What follows belongs to an exercise in optimizing a design on an open flow for a short achievable clock period and few clock cycles; a production flow would make more cautious choices. Only simulation tests tie the RTL to the original design; equivalence was not proved. Power is estimated from default activity; no workload was simulated.

<file path="run.sh">
#!/bin/bash
# synth_recipe.tcl (not shown) runs the flow's synth.tcl, then flattens the netlist and writes it again
# the make line also repeats each setting of config.mk as NAME=value (left out here)
make -C /OpenROAD-flow-scripts/flow DESIGN_CONFIG=/design/flow/config.mk WORK_HOME=/design/flow/orfs CLKGATE_MAP_FILE= SYNTH_SCRIPT=/design/flow/synth_recipe.tcl finish
</file>
<file path="config.mk">
export PLATFORM = sky130hd
export DESIGN_NAME = CPU
export DESIGN_NICKNAME = CPU
export VERILOG_FILES = /design/flow/design.v
export SDC_FILE = /design/flow/constraint.sdc
export NUM_CORES = 4
export LEC_CHECK = 0
export ABC_CLOCK_PERIOD_IN_PS = 1500
export CAP_MARGIN = 20
export CORE_MARGIN = 2
export CORE_UTILIZATION = 40
export PLACE_DENSITY = 0.6
export SETUP_SLACK_MARGIN = 4.0
export SLEW_MARGIN = 20
export TNS_END_PERCENT = 100
</file>
<file path="constraint.sdc">
create_clock -name core_clock -period 6.0 [get_ports {in_clk}]
set_input_delay 1.2000 -clock core_clock [delete_from_list [all_inputs] [get_ports {in_clk}]]
set_output_delay 1.2000 -clock core_clock [all_outputs]
set_load 0.01 [all_outputs]
</file>
<file path="design.v">
module CPU(
	input wire [8:0] in_Din,
	input wire in_clk,
	input wire in_re,
	input wire in_run,
	output wire [8:0] out_Addr,
	output wire [8:0] out_Dout,
	output wire out_W
);
	localparam PH_NORM = 2'd0, PH_LD = 2'd1, PH_ST = 2'd2, PH_JG = 2'd3;
	reg [8:0] FA;         
	reg [8:0] IR;         
	reg       IRV;        
	reg [8:0] EPC1;       
	reg [1:0] ph;         
	reg [2:0] LRX;        
	reg [8:0] R0, R1, R2, R3, R4, R5, R6, G;
	reg [8:0] OX, OY;     
	reg       FX, FY;     
	reg [8:0] RES;        
	reg [8:0] DO;
	reg       W;
	reg d_mv, d_mvi, d_as, d_sub, d_ld, d_st, d_mvnz, d_halt;
	assign out_Addr = FA;
	assign out_Dout = DO;
	assign out_W    = W;
	wire [8:0] FA1 = FA + 9'd1;
	wire [2:0] rx = IR[5:3];
	wire [2:0] dop = in_Din[8:6];
	wire [2:0] dx  = in_Din[5:3];
	wire [2:0] dy  = in_Din[2:0];
	function [8:0] rd;
		input [2:0] i;
		begin
			case (i)
				3'd0: rd = R0;
				3'd1: rd = R1;
				3'd2: rd = R2;
				3'd3: rd = R3;
				3'd4: rd = R4;
				3'd5: rd = R5;
				3'd6: rd = R6;
				default: rd = FA;
			endcase
		end
	endfunction
	function [8:0] rdp;
		input [2:0] i;
		begin
			case (i)
				3'd0: rdp = R0 + 9'd1;
				3'd1: rdp = R1 + 9'd1;
				3'd2: rdp = R2 + 9'd1;
				3'd3: rdp = R3 + 9'd1;
				3'd4: rdp = R4 + 9'd1;
				3'd5: rdp = R5 + 9'd1;
				3'd6: rdp = R6 + 9'd1;
				default: rdp = FA1;
			endcase
		end
	endfunction
	wire [8:0] vx  = FX ? RES : OX;
	wire [8:0] vy  = FY ? RES : OY;
	wire [8:0] sum = d_sub ? (vx - vy) : (vx + vy);
	wire       gnz = |G;
	wire ex   = (ph == PH_NORM) && IRV;
	wire e_wr = ex && (d_mv || d_mvi || d_as || (d_mvnz && gnz));    
	wire e_j  = e_wr && rx == 3'd7;                                 
	wire e_redirect = ex && (d_ld || d_st || d_mvi || d_halt || e_j);
	wire [8:0] e_val = d_mvi ? in_Din : d_as ? sum : vy;
	wire       w_en  = (ph == PH_LD) ? (LRX != 3'd7) : (e_wr && rx != 3'd7);
	wire [2:0] w_sel = (ph == PH_LD) ? LRX : rx;
	wire [8:0] w_val = (ph == PH_LD) ? in_Din : e_val;
	wire f_j = dx == 3'd7 && (dop == 3'b000 || (dop == 3'b110 && gnz && !(ex && d_as)))
	           && !(e_wr && rx == dy);
	always @(posedge in_clk) begin
		if (in_re) begin
			FA <= 9'd0; IR <= 9'd0; IRV <= 1'b0; EPC1 <= 9'd0; ph <= PH_NORM; LRX <= 3'd0;
			R0 <= 9'd0; R1 <= 9'd0; R2 <= 9'd0; R3 <= 9'd0; R4 <= 9'd0; R5 <= 9'd0; R6 <= 9'd0;
			G <= 9'd0; DO <= 9'd0; W <= 1'b0;
			OX <= 9'd0; OY <= 9'd0; FX <= 1'b0; FY <= 1'b0; RES <= 9'd0;
			d_mv <= 1'b0; d_mvi <= 1'b0; d_as <= 1'b0; d_sub <= 1'b0;
			d_ld <= 1'b0; d_st <= 1'b0; d_mvnz <= 1'b0; d_halt <= 1'b0;
		end else begin
			W <= 1'b0;
			if (ph == PH_ST) begin
				ph <= PH_NORM;
				FA <= EPC1;
			end else if (in_run) begin
				if (w_en) begin
					case (w_sel)
						3'd0: R0 <= w_val;
						3'd1: R1 <= w_val;
						3'd2: R2 <= w_val;
						3'd3: R3 <= w_val;
						3'd4: R4 <= w_val;
						3'd5: R5 <= w_val;
						default: R6 <= w_val;
					endcase
					RES <= w_val;
				end
				if (ex && d_as) G <= sum;
				if (ph == PH_LD) begin
					ph <= PH_NORM;
					FX <= IR[5:3] == LRX;
					FY <= IR[2:0] == LRX;
					if (LRX == 3'd7) begin
						FA <= in_Din + 9'd1; IRV <= 1'b0;
					end else
						FA <= EPC1;
				end else if (ph == PH_JG) begin
					ph <= PH_NORM;
					FA <= G + 9'd1;
				end else if (e_redirect) begin
					if (d_halt) begin
					end else if (d_ld || d_st) begin
						FA <= vy;
						LRX <= rx;
						if (d_st) begin
							ph <= PH_ST; W <= 1'b1; DO <= vx;
						end else
							ph <= PH_LD;
						IR <= in_Din; EPC1 <= FA1; IRV <= 1'b1;
						OX <= rd(dx); OY <= rd(dy); FX <= 1'b0; FY <= 1'b0;
						d_mv <= dop == 3'b000; d_mvi <= dop == 3'b001;
						d_as <= dop[2:1] == 2'b01; d_sub <= dop == 3'b011;
						d_ld <= dop == 3'b100; d_st <= dop == 3'b101;
						d_mvnz <= dop == 3'b110; d_halt <= dop == 3'b111;
					end else if (e_j) begin
						IRV <= 1'b0;
						if (d_as) ph <= PH_JG;
						else FA <= e_val + 9'd1;
					end else begin
						IRV <= 1'b0;
						FA <= FA1;
					end
				end else if (f_j) begin
					IRV <= 1'b0;
					FA <= rdp(dy);
				end else begin
					IR <= in_Din; EPC1 <= FA1; IRV <= 1'b1;
					FA <= FA1;
					OX <= rd(dx); OY <= rd(dy);
					FX <= w_en && w_sel == dx;
					FY <= w_en && w_sel == dy;
					d_mv <= dop == 3'b000; d_mvi <= dop == 3'b001;
					d_as <= dop[2:1] == 2'b01; d_sub <= dop == 3'b011;
					d_ld <= dop == 3'b100; d_st <= dop == 3'b101;
					d_mvnz <= dop == 3'b110; d_halt <= dop == 3'b111;
				end
			end
		end
	end
endmodule
</file>
==> results of run 1 <==
## report_power, final
part           total (mW)  internal [mW]  switching [mW]
logic               0.838          0.387           0.451
clock network        1.12          0.566           0.550
registers            1.04           1.01          0.0348
total                3.00           1.96            1.04
## cell type report
type                       count  area, sq um  share of cell area
sequential                   149         3050               0.218
clock inverter                15          183              0.0131
tap                          319          399              0.0286
timing repair buffer         202         2130               0.152
multi-input combinational    941         7670               0.549
inverter                      22          121             0.00868
clock buffer                  17          425              0.0304
## cells by family after synthesis
logic type	Yosys count
simple gates	432
flops	149
mux	82
buf+inv	118
xor+xnor	60
compound gates	336
fa+ha+maj	24
## per-layer routing
| metal | vias up | wire length [microns] | GRT usage |
|---|---|---|---|
| li1 | 4682 | - | - |
| met1 | 5136 | 16300 | 0.395 |
| met2 | 614 | 18400 | 0.492 |
| met3 | 149 | 3550 | 0.0604 |
| met4 | 0 | 2110 | 0.135 |
| met5 | - | 0 | 0 |
## synth_stat cells, types with 6 or more instances
cell | number | share of area
sky130_fd_sc_hd__inv_1 | 20 | 0.0078
sky130_fd_sc_hd__clkbuf_1 | 62 | 0.024
sky130_fd_sc_hd__a21oi_1 | 83 | 0.043
sky130_fd_sc_hd__and3_1 | 9 | 0.0058
sky130_fd_sc_hd__ha_1 | 23 | 0.030
sky130_fd_sc_hd__o211ai_1 | 8 | 0.0062
sky130_fd_sc_hd__xor2_1 | 25 | 0.023
sky130_fd_sc_hd__nand3_1 | 36 | 0.019
sky130_fd_sc_hd__o21ai_0 | 41 | 0.021
sky130_fd_sc_hd__mux2i_1 | 49 | 0.051
sky130_fd_sc_hd__nand2_1 | 107 | 0.042
sky130_fd_sc_hd__a22oi_1 | 6 | 0.0047
sky130_fd_sc_hd__or2_2 | 9 | 0.0058
sky130_fd_sc_hd__xnor2_1 | 35 | 0.032
sky130_fd_sc_hd__a31oi_1 | 10 | 0.0065
sky130_fd_sc_hd__o311a_1 | 8 | 0.0083
sky130_fd_sc_hd__nor2b_1 | 8 | 0.0052
sky130_fd_sc_hd__nand2b_1 | 12 | 0.0078
sky130_fd_sc_hd__and2_1 | 9 | 0.0058
sky130_fd_sc_hd__buf_2 | 25 | 0.013
sky130_fd_sc_hd__o22ai_1 | 11 | 0.0071
sky130_fd_sc_hd__dfxtp_1 | 149 | 0.31
sky130_fd_sc_hd__a311oi_1 | 13 | 0.012
sky130_fd_sc_hd__a221oi_1 | 14 | 0.013
sky130_fd_sc_hd__mux2_2 | 27 | 0.031
sky130_fd_sc_hd__nor2_1 | 167 | 0.065
sky130_fd_sc_hd__a211oi_1 | 65 | 0.050
sky130_fd_sc_hd__or3_1 | 7 | 0.0045
sky130_fd_sc_hd__nor2_2 | 7 | 0.0045
sky130_fd_sc_hd__nor3_1 | 25 | 0.013
sky130_fd_sc_hd__o32ai_1 | 6 | 0.0054
sky130_fd_sc_hd__nand4_1 | 10 | 0.0065
## worst max-delay path by stage
stage,to,cells after the start
2_1_floorplan,FA[2],14
3_3_place_gp,FA[0],10
3_5_place_dp,FA[0],10
4_1_cts,FA[8],14
5_1_grt,FA[8],15
6_report,FA[8],14
## tightest hold or removal path: cells and delay by family, from the launching register on
| kind | cells | cell delay [ns] |
|---|---|---|
| compound gates | 1 | 0.05 |
| flops | 1 | 0.31 |
| simple gates | 1 | 0.06 |
## flip-flops by register name (all words and copies together) (netlist names), 2 cells and up
signal	flops
ph	2
OX	9
LRX	3
R1	9
R3	9
R4	9
R5	9
R0	9
EPC1	9
DO	9
R6	9
OY	9
FA	9
G	9
R2	9
IR	6
RES	9
## what timing repair did
action / 4_1_cts / 5_1_grt
setup buffers: 119 / 38
endpoints found under the setup margin: 168 / 168
pin swaps: 89 / 56
resized for setup: 369 / 98
cloned: 10 / 0
==> summary.txt, run 1 <==
Final layout
  • Final design area excluding fillers: between 0.01 and 0.015 sq mm
  • Layout Nets: 1369
  • Most common cell after layout, fill and taps aside: sky130_fd_sc_hd__nor2_1
  • Area added between synthesis and finish: 44.5%
  • Most frequent cells in the layout: sky130_fd_sc_hd__nor2_1 (146), sky130_fd_sc_hd__dfxtp_1 (122), sky130_fd_sc_hd__buf_4 (103)
  • Number of cells in the finished layout apart from fillers: 1665
  • Proportion of layout cells with a drive suffix above 1: 0.395
  • Final core utilization: 0.592
  • Ant. Diodes: 0
  • Count of filler cells inserted in the layout: 1965

Global routing
  • Number of global-route vias before repair: around 10k
  • Global router's overall resource usage: 0.305
  • Maximum number of pins on one net before global-route repair: 70
  • Grt total ovfl: 0
  • Global-route wire length before repair: 60400 microns
  • Antenna violations before repair: 0

Synthesis
  • Async S/R FF share, synth: 0
  • Post-synth cell types: 83
  • Share of cell area taken by muxes after synthesis: 0.0952
  • Synth Area in Simple Gates: 0.212
  • Number of synthesized flops with an enable pin: 0
  • Post-synthesis cell count: around 1.2k
  • Xor/xnor cell area share of the yosys netlist: 0.0543
  • Count of yosys warnings during synthesis: 1
  • Syn Area/Cell: 8.05 sq um
  • Leading register cell type out of synthesis: sky130_fd_sc_hd__dfxtp_1
  • Synthesized Nets: 1237
  • Part of the Yosys area used for sequential elements: 0.308
  • Largest family of logic cells by synthesized area: compound AO/OA/AOI/OAI gates
  • Complex-gate fraction of the synthesized area: 0.246
  • Adder-cell share of the synthesized area: 0.0318
  • Synthesized cell area: 0.00967 sq mm
  • Number of synthesized register bits: 149

STA
  • Worst setup skew after layout: 0.0157 ns
  • Post-layout minimum cycle time: ~3.5 ns
  • Unrepaired setup endpoints after global routing: true
  • Total Negative Setup Slacks: 0 ns
  • Number of slew-limit violations in the final report: 0
  • Slew HR: 0.352
  • Min Hold Slack: about 0.47 ns
  • Final period util: 0.591
  • Least-Margin Pin Slew: 0.968 ns
  • Fmax: 282 MHz
  • Worst setup slack after layout: 2.45 ns
  • Final setup violating endpoints: 0
  • Number of hold violations in the final report: 0

Placed design
  • Routability congestion estimate from global placement: 1.04
  • Pre-CTS setup slack: 1.16 ns
  • Port Buf Inserts: 30
  • Cells after DPL: 1466
  • Placed cell area: 0.0104 sq mm
  • Detailed Place HPWL: approximately 25000 microns

Die
  • Initial Utilization: 0.410
  • Core area: approximately 0.024 sq mm
  • Rows: 56
  • Floorplan die height: 159 microns
  • Boundary Pins: 31
  • Floorplan die area: 0.0254 sq mm
  • Die X-Extent: 159 microns

Drt
  • 1st-iter DRT viols: 1458
  • Routed Wire Length: 40400 microns
  • Residual antenna-violating net count after detailed routing: 0
  • DRC viols: 0
  • Post-detailed-route via-to-cell ratio: 6.35
  • Via count: 10.6k
  • Total iterations of the first detailed-routing run: 6
  • Post-DR wirelength/cell: 24.3 microns

Power
  • Peak supply drop: 0.000126 V
  • Leakage power: about 5.0 nW
  • Pwr Density: 214 mW/mm^2
  • Total chip power: roughly 3.0 mW

Worst setup path
  • Destination of the worst register-to-register timing path: FA[8]
  • Crit path max-delay cell type: sky130_fd_sc_hd__dfxtp_4
  • Worst Setup Path Type: flop to flop
  • List of cells traversed by the critical path: mux2i_4 > ha_4 > o21a_1 > nor2_1 > xnor2_2 > ha_4 > a21o_1 > and2_4 > o311a_1 > or3_4 > mux2i_4 > nor2_2 > and3_1 > o32ai_2
  • Maximum single-stage delay on the critical path: roughly 0.44 ns
  • Nature of the critical path startpoint: flop
  • Required time of the critical path: 6.36 ns
  • Arrival time at the worst endpoint: just under 4 ns
  • Maximum fanout along the worst path: 6
  • Worst Setup SP: FY
  • CP bufs+invs: 0
  • Cell class contributing the biggest share of worst-path delay: compound AO/OA/AOI/OAI gates
  • Type of destination of the critical path: flop
  • Worst-case reg-to-reg path depth: 14
  • Setup slack of the worst register-to-register path: roughly 2.5 ns
  • Launching point of the worst reg2reg path: FY

Clock network
  • Worst-case clock buffer depth: 2
  • H-Tree Depth: 4
  • Root buf cell: sky130_fd_sc_hd__clkbuf_16
  • Clk sink count: about 150
  • Total CTS buffers: 17
  • Clock tree from TritonCTS: done
  • Clock Latency Late Sink: between 0.4 and 0.5 ns
  • Number of hold buffers added after CTS: 0
  • Clock input transition at the sequential cells of the worst setup and hold paths: 0.07 ns

Worst hold path
  • Number of cells traversed by the worst hold path: 2
  • Min-delay src: d_mvnz
  • Type of the worst min-delay path: flop to flop
  • Sink of the worst hold path: d_mvnz

Flow run
  • MaxCap Viol Count: 0

Outcome
  • Outcome: timing/DRC/antenna clean
Testbench counts, summed over its fixed seeds: cycles 18,339.
==> run 2, diff against run 1 <==
--- a/design.v
+++ b/design.v
@@ -20,6 +20,13 @@
 	reg [8:0] RES;        
 	reg [8:0] DO;
 	reg       W;
+	localparam CN = 16, CB = 4;
+	reg          CV [0:CN-1];
+	reg  [8-CB:0] CT [0:CN-1];
+	reg  [8:0]   CD [0:CN-1];
+	reg        IMMV;      
+	reg  [8:0] IMM;
+	reg  [8:0] EPC;       
 	reg d_mv, d_mvi, d_as, d_sub, d_ld, d_st, d_mvnz, d_halt;
 	assign out_Addr = FA;
 	assign out_Dout = DO;
@@ -66,15 +73,35 @@
 	wire ex   = (ph == PH_NORM) && IRV;
 	wire e_wr = ex && (d_mv || d_mvi || d_as || (d_mvnz && gnz));    
 	wire e_j  = e_wr && rx == 3'd7;                                 
-	wire e_redirect = ex && (d_ld || d_st || d_mvi || d_halt || e_j);
-	wire [8:0] e_val = d_mvi ? in_Din : d_as ? sum : vy;
+	wire e_redirect = ex && (d_ld || d_st || (d_mvi && !IMMV) || d_halt || e_j);
+	wire c_wr = ex && d_mvi && !IMMV;    
+	wire [CB-1:0] l_idx = FA[CB-1:0];
+	wire       l_hit = CV[l_idx] && CT[l_idx] == FA[8:CB];
+	wire       f_mvic = dop == 3'b001 && l_hit;   
+	wire [8:0] imm_val = IMMV ? IMM : in_Din;
+	wire [8:0] e_val = d_mvi ? imm_val : d_as ? sum : vy;
 	wire       w_en  = (ph == PH_LD) ? (LRX != 3'd7) : (e_wr && rx != 3'd7);
 	wire [2:0] w_sel = (ph == PH_LD) ? LRX : rx;
 	wire [8:0] w_val = (ph == PH_LD) ? in_Din : e_val;
 	wire f_j = dx == 3'd7 && (dop == 3'b000 || (dop == 3'b110 && gnz && !(ex && d_as)))
 	           && !(e_wr && rx == dy);
+	integer k;
 	always @(posedge in_clk) begin
 		if (in_re) begin
+			for (k = 0; k < CN; k = k + 1) CV[k] <= 1'b0;
+		end else if (in_run && c_wr) begin
+			CV[EPC[CB-1:0]] <= 1'b1;
+		end
+	end
+	always @(posedge in_clk) begin
+		if (!in_re && in_run && c_wr) begin
+			CT[EPC[CB-1:0]] <= EPC[8:CB];
+			CD[EPC[CB-1:0]] <= in_Din;
+		end
+	end
+	always @(posedge in_clk) begin
+		if (in_re) begin
+			IMMV <= 1'b0; IMM <= 9'd0; EPC <= 9'd0;
 			FA <= 9'd0; IR <= 9'd0; IRV <= 1'b0; EPC1 <= 9'd0; ph <= PH_NORM; LRX <= 3'd0;
 			R0 <= 9'd0; R1 <= 9'd0; R2 <= 9'd0; R3 <= 9'd0; R4 <= 9'd0; R5 <= 9'd0; R6 <= 9'd0;
 			G <= 9'd0; DO <= 9'd0; W <= 1'b0;
@@ -85,7 +112,7 @@
 			W <= 1'b0;
 			if (ph == PH_ST) begin
 				ph <= PH_NORM;
-				FA <= EPC1;
+				FA <= IMMV ? EPC1 + 9'd1 : EPC1;
 			end else if (in_run) begin
 				if (w_en) begin
 					case (w_sel)
@@ -107,7 +134,7 @@
 					if (LRX == 3'd7) begin
 						FA <= in_Din + 9'd1; IRV <= 1'b0;
 					end else
-						FA <= EPC1;
+						FA <= IMMV ? EPC1 + 9'd1 : EPC1;
 				end else if (ph == PH_JG) begin
 					ph <= PH_NORM;
 					FA <= G + 9'd1;
@@ -120,7 +147,8 @@
 							ph <= PH_ST; W <= 1'b1; DO <= vx;
 						end else
 							ph <= PH_LD;
-						IR <= in_Din; EPC1 <= FA1; IRV <= 1'b1;
+						IR <= in_Din; EPC1 <= FA1; IRV <= 1'b1; EPC <= FA;
+						IMMV <= f_mvic; IMM <= CD[l_idx];
 						OX <= rd(dx); OY <= rd(dy); FX <= 1'b0; FY <= 1'b0;
 						d_mv <= dop == 3'b000; d_mvi <= dop == 3'b001;
 						d_as <= dop[2:1] == 2'b01; d_sub <= dop == 3'b011;
@@ -138,8 +166,9 @@
 					IRV <= 1'b0;
 					FA <= rdp(dy);
 				end else begin
-					IR <= in_Din; EPC1 <= FA1; IRV <= 1'b1;
-					FA <= FA1;
+					IR <= in_Din; EPC1 <= FA1; IRV <= 1'b1; EPC <= FA;
+					IMMV <= f_mvic; IMM <= CD[l_idx];
+					FA <= f_mvic ? FA + 9'd2 : FA1;
 					OX <= rd(dx); OY <= rd(dy);
 					FX <= w_en && w_sel == dx;
 					FY <= w_en && w_sel == dy;
==> run 2 against run 1 <==
Net effect:
- still clean
- register-to-register slack lost 0.14 ns
- clock-buffer cell count grew 41
- clock power grew to 2.7 times the previous value
- non-clock buffer count grew 146
- critical path depth grew 1
- utilization shrank 2.3 points
- cell count grew 66%
- first-iteration DRC count grew 13%
- critical path type unchanged
- largest cell class unchanged
==> summary.txt, run 2 <==
Drt
  • Total iterations of the first detailed-routing run: 6 (unchanged)
  • 1st-iter DRT viols: 1651 (+13%)
  • Post-detailed-route via-to-cell ratio: 6.01 (-5.4%)
  • Residual antenna-violating net count after detailed routing: 0 (unchanged)
  • DRC viols: 0 (unchanged)
  • Via count: 16.6k (+57%)
  • Routed Wire Length: 73200 microns (+81%)
  • Post-DR wirelength/cell: 26.4 microns (+8.9%)

Clock network
  • Worst-case clock buffer depth: 3 (+1)
  • Clk sink count: 412 (+180%)
  • Clock tree from TritonCTS: done
  • Number of hold buffers added after CTS: 0 (unchanged)
  • Clock input transition at the sequential cells of the worst setup and hold paths: 0.06 ns (about the same)
  • H-Tree Depth: 2 (-2)
  • Clock Latency Late Sink: 0.61 ns (+0.16 ns)
  • Root buf cell: sky130_fd_sc_hd__clkbuf_16
  • Total CTS buffers: 44 (+27)

Power
  • Total chip power: 7.55 mW (+150%)
  • Share of power burned in the clock network: 0.401 (+0.029)
  • Pwr Density: 266 mW/mm^2 (+24%)
  • Peak supply drop: 0.000282 V (+120%)
  • Leakage power: 9.96 nW (+98%)
  • Net switching power figure: 2.04 mW (+97%)
  • Internal power contribution: 5.52 mW (+180%)
  • Switching portion of total power: 0.269 (-0.0761)
  • Fraction of power consumed by combinational cells: 0.193 (-0.086)
  • Sequential fraction of design power: 0.407 (+0.059)

Global routing
  • Global-route wire length before repair: 105000 microns (+74%)
  • Maximum number of pins on one net before global-route repair: 88 (+26%)
  • Antenna violations before repair: 0 (unchanged)
  • Global router's overall resource usage: 0.268 (-0.0371)
  • Grt total ovfl: 0 (unchanged)
  • Number of global-route vias before repair: 16.2k (+62%)

Synthesis
  • Syn Area/Cell: 11.3 sq um (+40%)
  • Number of synthesized flops with an enable pin: 224 (+224)
  • Synthesized cell area: 0.0202 sq mm (+110%)
  • Synthesized Nets: 1831 (+48%)
  • Commonest cells in the synthesized netlist: sky130_fd_sc_hd__edfxtp_1 (224), sky130_fd_sc_hd__nor2_1 (211), sky130_fd_sc_hd__dfxtp_1 (188), sky130_fd_sc_hd__nand2_1 (187), sky130_fd_sc_hd__a21oi_1 (109)
  • Post-synth cell types: 91 (+9.6%)
  • Leading register cell type out of synthesis: sky130_fd_sc_hd__edfxtp_1
  • Cell types occupying the most area after synthesis: sky130_fd_sc_hd__edfxtp_1 (33%), sky130_fd_sc_hd__dfxtp_1 (19%), sky130_fd_sc_hd__mux4_2 (7.8%)
  • Most numerous cell in the Yosys netlist: sky130_fd_sc_hd__edfxtp_1
  • Area share of the leading cell type in the synthesized netlist: 0.333 (+0.0248)
  • Count of yosys warnings during synthesis: 1 (unchanged)
  • Part of the Yosys area used for sequential elements: 0.520 (+0.211)
  • Cell type with the highest aggregate area in the netlist: sky130_fd_sc_hd__edfxtp_1
  • Number of synthesized register bits: 412 (+180%)
  • Async S/R FF share, synth: 0 (unchanged)
  • Post-synthesis cell count: 1793 (+49%)

STA
  • Slew HR: 0.481 (+0.128)
  • Number of slew-limit violations in the final report: 0 (unchanged)
  • Final period util: 0.615 (+0.0238)
  • Post-layout minimum cycle time: 3.69 ns (+0.143 ns)
  • Unrepaired setup endpoints after global routing: true
  • Fmax: 271 MHz (-3.9%)
  • Least-Margin Pin Slew: 0.757 ns (-0.210 ns)
  • Final setup violating endpoints: 0 (unchanged)
  • Total Negative Setup Slacks: 0 ns (unchanged)
  • Worst setup slack after layout: 2.31 ns (-0.143 ns)
  • Worst setup skew after layout: 0.0449 ns (+0.0293 ns)
  • Number of hold violations in the final report: 0 (unchanged)

Worst setup path
  • Arrival time at the worst endpoint: 4.19 ns (+0.29 ns)
  • Crit path max-delay cell type: sky130_fd_sc_hd__dfxtp_4
  • Required time of the critical path: 6.50 ns (+0.14 ns)
  • Setup slack of the worst register-to-register path: 2.31 ns (-0.14 ns)
  • Worst Setup Path Type: flop to flop
  • Nature of the critical path startpoint: flop
  • Worst-case reg-to-reg path depth: 15 (+1)
  • Type of destination of the critical path: flop
  • Destination of the worst register-to-register timing path: FA[5]
  • Maximum single-stage delay on the critical path: 0.42 ns (-0.02 ns)
  • Maximum fanout along the worst path: 4 (-2)
  • List of cells traversed by the critical path: mux2i_4 > ha_4 > nor2_4 > xor2_1 > ha_2 > buf_6 > o21a_1 > o31a_1 > buf_4 > mux2i_4 > o41ai_4 > xnor2_1 > a21oi_1 > o221a_2 > a211oi_2
  • Launching point of the worst reg2reg path: FY
  • Library cell appearing most often on the critical path: sky130_fd_sc_hd__mux2i_4

Worst hold path
  • Min-delay src: CV[2]
  • Sink of the worst hold path: CV[2]
  • Number of cells traversed by the worst hold path: 1 (-1)
  • Type of the worst min-delay path: flop to flop

Die
  • Rows: 82 (+46%)
  • Core area: 0.0500 sq mm (+110%)
  • Die X-Extent: 229 microns (+43%)
  • Initial Utilization: 0.404 (-0.00553)
  • Floorplan die height: 229 microns (+43%)
  • Boundary Pins: 31 (unchanged)
  • Floorplan die area: 0.0523 sq mm (+110%)

Final layout
  • Area added between synthesis and finish: 40.8%
  • Final design area excluding fillers: 0.0284 sq mm (+100%)
  • Layout Nets: 2101 (+53%)
  • Ant. Diodes: 0 (unchanged)
  • Proportion of layout cells with a drive suffix above 1: 0.425 (+0.0309)
  • Largest register FFs: 144
  • Most common cell after layout, fill and taps aside: sky130_fd_sc_hd__edfxtp_1
  • Most frequent cells in the layout: sky130_fd_sc_hd__edfxtp_1 (224), sky130_fd_sc_hd__buf_4 (173), sky130_fd_sc_hd__nor2_1 (163)
  • Count of filler cells inserted in the layout: 4036 (+110%)

Placed design
  • Pre-CTS setup slack: 1.04 ns (-0.113 ns)
  • Port Buf Inserts: 30 (unchanged)
  • Detailed Place HPWL: 41700 microns (+66%)
  • Routability congestion estimate from global placement: 0.980 (-5.3%)
  • Placed cell area: 0.0216 sq mm (+110%)

Flow run
  • MaxCap Viol Count: 0 (unchanged)

Outcome
  • Outcome: timing/DRC/antenna clean
## run 2: changes by cell type in the layout (fill, tap and decap cells not counted), sizes merged, moves of 24 or more
cell	previous run	this run
a21oi	84	111
a211oi	65	41
dfxtp	149	188
mux4	5	71
nand2	108	187
clkbuf	17	64
nor2	174	212
mux2i	50	95
edfxtp	0	224
buf	198	337
## run 2: layout make-up
| class | instances | area (sq um) | area share |
|---|---|---|---|
| multi-input cells | 1235 | 11300 | 0.396 |
| flip-flops and latches | 412 | 10600 | 0.372 |
| repair buffers | 348 | 4070 | 0.143 |
| clock buffers | 58 | 1220 | 0.0430 |
| well taps | 672 | 841 | 0.0296 |
| clock inverters | 22 | 375 | 0.0132 |
| inverters | 22 | 101 | 0.00356 |
## run 2: how the worst max path moves through the flow
stage                   start  endpoint  slack (ns)
finish                     FY     FA[5]        2.31
global route               FY     FA[5]        2.23
CTS                        FY     FA[8]        2.51
detailed placement  in_Din[0]     FA[8]        1.04
global placement    in_Din[0]     FA[8]        1.08
floorplan           in_Din[2]     FA[8]        2.13
## run 2: logic make-up (layout without fill, tap and decap cells)
logic type / Yosys count / in the layout / share of synthesized area
XOR/XNOR: 70 / 70 / 0.0304
adder cells (fa/ha/maj): 26 / 26 / 0.0165
multiplexers: 199 / 199 / 0.145
buffers and inverters: 150 / 450 / 0.0334
AND/OR/NAND/NOR: 579 / 583 / 0.133
flip-flops: 412 / 412 / 0.520
AO/OA/AOI/OAI: 357 / 357 / 0.122
## run 2: critical path, delay by kind of cell (launching register included)
family          cells  cell delay [ns]
compound gates      6             1.35
mux                 2             0.55
fa+ha+maj           2             0.53
flops               1             0.42
xor+xnor            2             0.40
buf+inv             2             0.32
simple gates        1             0.04
## run 2: timing repair
action / in CTS / in global routing
hold endpoints to repair: 0 / 0
gates resized for setup: 493 / 174
setup endpoints to repair: 431 / 428
buffers inserted: 209 / 59
pin swaps: 104 / 85
cloned: 19 / 6
## run 2: routing by layer
layer,share of wire,up-vias,GRT usage
met3,0.070,181,0.0418
met2,0.47,745,0.433
met5,0,-,0
met4,0.044,0,0.101
li1,-,7271,-
met1,0.42,8443,0.364
## run 2: stage by stage
| stage | util | hold slack, ns | instances |
|---|---|---|---|
| floorplan | - | 0.421 | 1793 |
| global placement | 0.432 | 0.428 | 2396 |
| detailed placement | 0.432 | 0.438 | 2396 |
| CTS | 0.541 | 0.451 | 2704 |
| global route | 0.569 | 0.467 | 2769 |
| finish | 0.569 | 0.447 | 2769 |
## run 2: power by group through the flow
stage	combinational, mW	clock, mW	sequential, mW
global placement	0.837	0	3.16
finish	1.45	3.03	3.07
global route	1.51	3.17	3.08
floorplan	0.658	0	3.10
CTS	1.22	3.05	3.07
detailed placement	0.845	0	3.16
Testbench counts of run 2, summed over its fixed seeds: cycles 16,833.

## separate check: timing with driven ports
No port has a modelled driver above. Below, the same layouts with a new extraction and two added sets of constraints. Step 1 (the two cells are an assumption about what drives the block):
set clk [get_ports {in_clk}]
set_driving_cell -lib_cell sky130_fd_sc_hd__clkbuf_16 $clk
set_driving_cell -lib_cell sky130_fd_sc_hd__buf_2 [delete_from_list [all_inputs] $clk]
Step 2, shift: input delay + t, output delay - t, t = (earliest + latest rising clock arrival at the registers) / 2. This alone moves slack from input paths to output paths. Three values: ideal ports, drivers, drivers and shift; two values: the first two.
run	shift t [ns]	setup WS [ns]	clock arrival spread, ns	pins driven straight from the clock port
run 1	0.491	2.454 / 2.454 / 2.266	0.016 / 0.016	1
run 2	0.645	2.311 / 2.311 / 1.851	0.045 / 0.045	1
After both steps setup and hold are still met in every run listed. For run 2, which loses most, drivers alone change the setup slack by 0.000 ns; drivers and shift together by -0.460 ns.
